This is an optimization exercise on Yosys and OpenROAD, whose aim is small area, not a production implementation.
In this exercise RTL edits were held to simulation tests only and were not proved equivalent to the original.
The clock port is modelled as an ideal driver; clocking choices that lean on that would not hold on a real chip.
Power is estimated from default activity; no workload was simulated.

== oak ==
## vga_demo
module vga_demo(ClkPort, vga_h_sync, vga_v_sync, vga_r, vga_g, vga_b, Sw0, Sw1, btnU, btnR, btnL,
	St_ce_bar, St_rp_bar, Mt_ce_bar, Mt_St_oe_bar, Mt_St_we_bar,
	An0, An1, An2, An3, Ca, Cb, Cc, Cd, Ce, Cf, Cg, Dp,
	LD0, LD1, LD2, LD3, LD4, LD5, LD6, LD7);
	input ClkPort, btnU, btnR, btnL, Sw0, Sw1;
	output St_ce_bar, St_rp_bar, Mt_ce_bar, Mt_St_oe_bar, Mt_St_we_bar;
	output vga_h_sync, vga_v_sync, vga_r, vga_g, vga_b;
	output An0, An1, An2, An3, Ca, Cb, Cc, Cd, Ce, Cf, Cg, Dp;
	output LD0, LD1, LD2, LD3, LD4, LD5, LD6, LD7;
	reg vga_r, vga_g, vga_b;
	wire board_clk = ClkPort;
	wire reset = Sw0;
	reg [12:0] DIV_CLK;
	always @(posedge board_clk)
		if (reset)
			DIV_CLK <= 13'd0;
		else
			DIV_CLK <= DIV_CLK + 1'b1;
	wire pixel_ce = (DIV_CLK[1:0] == 2'b01);
	wire game_ce = (DIV_CLK == 13'h0FFF);
	wire scan_win = (DIV_CLK[12:4] == 9'h0FF);    
	assign {St_ce_bar, St_rp_bar, Mt_ce_bar, Mt_St_oe_bar, Mt_St_we_bar} = 5'b11111;
	wire inDisplayArea;
	wire [9:0] CounterX, CounterY;
	hvsync_generator syncgen(.clk(board_clk), .ce(pixel_ce), .reset(reset), .vga_h_sync(vga_h_sync),
		.vga_v_sync(vga_v_sync), .inDisplayArea(inDisplayArea), .CounterX(CounterX), .CounterY(CounterY));
	wire [9:0] position, projX, returnX;
	wire [7:0] py;
	wire [8:0] returnY, topY;
	wire [4:0] base;
	wire [14:0] alive;
	wire [3:0] score;
	ee354_spinvaders_sm Invaders(.Clk(board_clk), .ce(game_ce), .win(scan_win), .p(DIV_CLK[3:0]), .reset(reset),
		.L(btnL), .R(btnR), .shoot(btnU), .position(position), .projX(projX), .py(py),
		.returnX(returnX), .returnY(returnY), .topY(topY), .base(base), .alive(alive), .score(score),
		.prow(prow), .ahit(colhit));
	wire [11:0] e = {2'b0, CounterY} + 12'd16 - {3'b0, topY};
	wire row0 = (e >= 12'd6) && (e <= 12'd26);
	wire row1 = (e >= 12'd56) && (e <= 12'd76);
	wire row2 = (e >= 12'd106) && (e <= 12'd126);
	wire hitchk = game_ce && !reset;
	wire [2:0] prow;
  ...
Size: ~1500 cells after synthesis, ~36 I/O pins, about 0.012 mm^2 of cells after synthesis.
==> flow/config.mk <==
export PLATFORM = sky130hd
export DESIGN_NAME = vga_demo
export DESIGN_NICKNAME = vga_demo
export VERILOG_FILES = /design/flow/design.v
export SDC_FILE = /design/flow/constraint.sdc
export NUM_CORES = 4
export LEC_CHECK = 0
export CAP_MARGIN = 20
export CORE_MARGIN = 2
export CORE_UTILIZATION = 60
export CTS_BUF_LIST = sky130_fd_sc_hd__clkbuf_8
export CTS_CLUSTER_DIAMETER = 80
export CTS_CLUSTER_SIZE = 16
export PLACE_DENSITY = 0.75
export SLEW_MARGIN = 20
==> flow/constraint.sdc <==
create_clock -name core_clock -period 10.0 [get_ports {ClkPort}]
set_input_delay 2.0000 -clock core_clock [delete_from_list [all_inputs] [get_ports {ClkPort}]]
set_output_delay 2.0000 -clock core_clock [all_outputs]
set_load 0.01 [all_outputs]
standard.sh (not shown) runs the stock make flow with config.mk's settings and CLKGATE_MAP_FILE= SYNTH_SCRIPT=/design/flow/synth_recipe.tcl, a recipe that flattens the netlist after the stock synthesis.
==> flow/flow/run.sh <==
#!/bin/bash
# Layout flow: the standard flow, with one extra step after synthesis that
# re-maps the combinational logic of the standard synthesis netlist for area
# (ABC: deepsyn, choices, area mapping).  Flip-flops are left untouched.
# After global placement the port buffers are made the smallest buffer, and after
# clock tree synthesis its dummy loads are removed.
# Each tool writes its full output to a log file of its own in this folder.
set -uo pipefail
W=$PWD
F=$W/flow
R=$W/orfs/results/${FLOW_PLATFORM}/vga_demo/base
LIB=$FLOW_HOME/platforms/${FLOW_PLATFORM}/lib/sky130_fd_sc_hd__tt_025C_1v80.lib
YOSYS=$FLOW_HOME/../tools/install/yosys/bin/yosys
[ -x "$YOSYS" ] || YOSYS=$(command -v yosys)

bash standard.sh synth > $W/std_synth.log 2>&1 || exit 1

cp $R/1_2_yosys.v $W/std_1_2_yosys.v
KEEP=$(grep -oE 'sky130_fd_sc_hd__(df|edf|sdf|dl|conb)[a-z0-9_]*' $W/std_1_2_yosys.v | sort -u | tr '\n' ' ')
ff() { grep -oE '^\s*sky130_fd_sc_hd__(df|edf|sdf|dl)[a-z0-9_]* \S+' $1 | sed 's/^\s*//' | sort; }
# three ABC runs with different seeds, in parallel; the smallest valid netlist is used
for S in 1 2 3; do
  sed -e "s/{SEED}/$S/" $F/resyn.abc > $W/resyn_$S.abc
  sed -e "s#{LIB}#$LIB#g" -e "s#{IN}#$W/std_1_2_yosys.v#" -e "s#{OUT}#$W/resyn_$S.v#g" \
      -e "s#{ABC}#$W/resyn_$S.abc#" -e "s#{KEEP}#$KEEP#" -e "s#{DONTUSE}#$(cat $F/dont_use.txt)#" \
      $F/resyn.ys > $W/resyn_$S.ys
  timeout 1200 $YOSYS -s $W/resyn_$S.ys > $W/resyn_$S.log 2>&1 &
done
wait
best=""; bestarea=""
for S in 1 2 3; do
  v=$W/resyn_$S.v
  [ -s $v ] && [ -s $v.stat ] || continue
  [ "$(ff $W/std_1_2_yosys.v)" == "$(ff $v)" ] || continue
  grep -qE '^\s*\\?\$' $v && continue
  a=$(grep "Chip area" $v.stat | awk '{print $NF}')
  echo "seed $S: area $a" >> $W/resyn.log
  if [ -z "$best" ] || awk "BEGIN{exit !($a < $bestarea)}"; then best=$v; bestarea=$a; fi
done
if [ -n "$best" ]; then
  cp $best $R/1_2_yosys.v
  rm -f $R/1_synth.odb $R/1_synth.sdc
  echo "re-mapped netlist in use: $best" >> $W/resyn.log
else
  echo "no re-mapped netlist passed the checks; standard netlist kept" >> $W/resyn.log
fi

OPENROAD=$(command -v openroad || echo $FLOW_HOME/../tools/install/OpenROAD/bin/openroad)
bash standard.sh $R/3_3_place_gp.odb > $W/std_place_gp.log 2>&1 || exit 1
EDIT_DB=$R/3_3_place_gp.odb $OPENROAD -no_init -exit $F/edit_ports.tcl > $W/edit_ports.log 2>&1
bash standard.sh $R/4_1_cts.odb > $W/std_cts.log 2>&1 || exit 1
EDIT_DB=$R/4_1_cts.odb $OPENROAD -no_init -exit $F/edit_cts.tcl > $W/edit_cts.log 2>&1
bash standard.sh > $W/std_finish.log 2>&1
==> flow/flow/resyn.abc <==
strash
&get -n
&deepsyn -T 60 -S {SEED}
&put
dch -f
amap -F 40 -A 40
topo
Other scripts of this flow, unchanged in this note and not shown: flow/flow/dont_use.txt, flow/flow/edit_cts.tcl, flow/flow/edit_ports.tcl, flow/flow/resyn.ys
Here is what was changed in the inputs of pine compared with oak.
==> flow/flow/run.sh <==
#!/bin/bash
# Layout flow: the standard flow, with one extra step after synthesis that
# re-maps the combinational logic of the standard synthesis netlist for area
# (ABC: deepsyn, choices, area mapping).  Flip-flops are left untouched.
# After global placement the port buffers are made the smallest buffer, and after
# clock tree synthesis its dummy loads are removed.
# Each tool writes its full output to a log file of its own in this folder.
set -uo pipefail
W=$PWD
F=$W/flow
R=$W/orfs/results/${FLOW_PLATFORM}/vga_demo/base
LIB=$FLOW_HOME/platforms/${FLOW_PLATFORM}/lib/sky130_fd_sc_hd__tt_025C_1v80.lib
YOSYS=$FLOW_HOME/../tools/install/yosys/bin/yosys
[ -x "$YOSYS" ] || YOSYS=$(command -v yosys)

bash standard.sh synth > $W/std_synth.log 2>&1 || exit 1

cp $R/1_2_yosys.v $W/std_1_2_yosys.v
KEEP=$(grep -oE 'sky130_fd_sc_hd__(df|edf|sdf|dl|conb)[a-z0-9_]*' $W/std_1_2_yosys.v | sort -u | tr '\n' ' ')
sed -e "s#{LIB}#$LIB#g" -e "s#{IN}#$W/std_1_2_yosys.v#" -e "s#{OUT}#$W/resyn.v#g" \
    -e "s#{ABC}#$F/resyn.abc#" -e "s#{KEEP}#$KEEP#" -e "s#{DONTUSE}#$(cat $F/dont_use.txt)#" \
    $F/resyn.ys > $W/resyn.ys
timeout 1200 $YOSYS -s $W/resyn.ys > $W/resyn.log 2>&1
ok=$?
# use the re-mapped netlist only if it holds the same flip-flops and only library cells
if [ $ok -eq 0 ] && [ -s $W/resyn.v ]; then
  ff() { grep -oE '^\s*sky130_fd_sc_hd__(df|edf|sdf|dl)[a-z0-9_]* \S+' $1 | sed 's/^\s*//' | sort; }
  if [ "$(ff $W/std_1_2_yosys.v)" == "$(ff $W/resyn.v)" ] && ! grep -qE '^\s*\\?\$' $W/resyn.v; then
    cp $W/resyn.v $R/1_2_yosys.v
    rm -f $R/1_synth.odb $R/1_synth.sdc
    echo "re-mapped netlist in use" >> $W/resyn.log
  else
    echo "re-mapped netlist refused; standard netlist kept" >> $W/resyn.log
  fi
fi

OPENROAD=$(command -v openroad || echo $FLOW_HOME/../tools/install/OpenROAD/bin/openroad)
bash standard.sh $R/3_3_place_gp.odb > $W/std_place_gp.log 2>&1 || exit 1
EDIT_DB=$R/3_3_place_gp.odb $OPENROAD -no_init -exit $F/edit_ports.tcl > $W/edit_ports.log 2>&1
bash standard.sh $R/4_1_cts.odb > $W/std_cts.log 2>&1 || exit 1
EDIT_DB=$R/4_1_cts.odb $OPENROAD -no_init -exit $F/edit_cts.tcl > $W/edit_cts.log 2>&1
bash standard.sh > $W/std_finish.log 2>&1
==> flow/flow/resyn.abc <==
strash
&get -n
&deepsyn -T 60
&put
dch -f
amap -F 40 -A 40
topo
Notes after the runs:
Peak clock frequency supported by timing was higher in the run labelled pine. Higher final critical path time including I/O delays and setup goes to oak over pine. Relative to oak, number of antenna violations at the first check in global routing has decreased by 1 in pine. Compared with oak, pine shows a higher last weighted congestion value of the routability-driven placer. Re global-route usage: pine is 0.55 points down on oak. Re combinational cell fraction of total power: oak and pine aren't equal, and the higher value belongs to pine. Between pine and oak, the core utilization figures differ only marginally. Worst setup slack: pine better than oak. Met1 global-route usage (pine over oak): increase, 0.45 points. Per the comparison of pine with oak, clock-buffer cell count went up by 1; met2 track utilization from global routing went down by 2.6 points.
Relative to pine, the following input files were edited for birch:
Settings: setting GPL_TIMING_DRIVEN to 0 for the first time; changing CTS_CLUSTER_DIAMETER from 80 to 50; changing CTS_CLUSTER_SIZE from 16 to 15.
==> notes.md <==
birch — setup slack 0.18 ns lower, pine as reference. Power after layout of birch exceeds that of pine by a few percent. From pine to birch the numbers moved as follows: buffer count excluding the clock tree in the final layout rose 6, net switching component of the power rose 1.7%, final cycle utilization of the critical path rose 1.8 points.

## port drivers added, routing unchanged
No port has a modelled driver above. Below, the same layouts with a new extraction and two added sets of constraints. Step 1: set_driving_cell puts a clkbuf_16 on ClkPort and a buf_2 on each other input, an assumption about the parent block. Step 2 times the ports against the registers' clock, not the clock port: input delays grow and output delays shrink by t, the midpoint of the rising clock arrivals with the driver on. a / b / c = ideal / step 1 / step 2; a / b = the first two.
| run | t, ns | setup slack, ns | hold slack, ns | worst setup path after step 2 | worst register clock-pin slew, ns |
|---|---|---|---|---|---|
| oak | 0.546 | 1.074 / 1.074 / 0.885 | 0.320 / 0.320 / 0.320 | input to register | 0.11 / 0.11 |
| pine | 0.557 | 1.201 / 1.201 / 1.045 | 0.299 / 0.299 / 0.299 | input to register | 0.11 / 0.11 |
| birch | 0.574 | 1.021 / 1.021 / 0.471 | 0.298 / 0.298 / 0.298 | input to register | 0.09 / 0.09 |
After both steps setup and hold are still met in every run listed. For birch, which loses most, drivers alone change the setup slack by 0.000 ns; drivers and shift together by -0.550 ns.
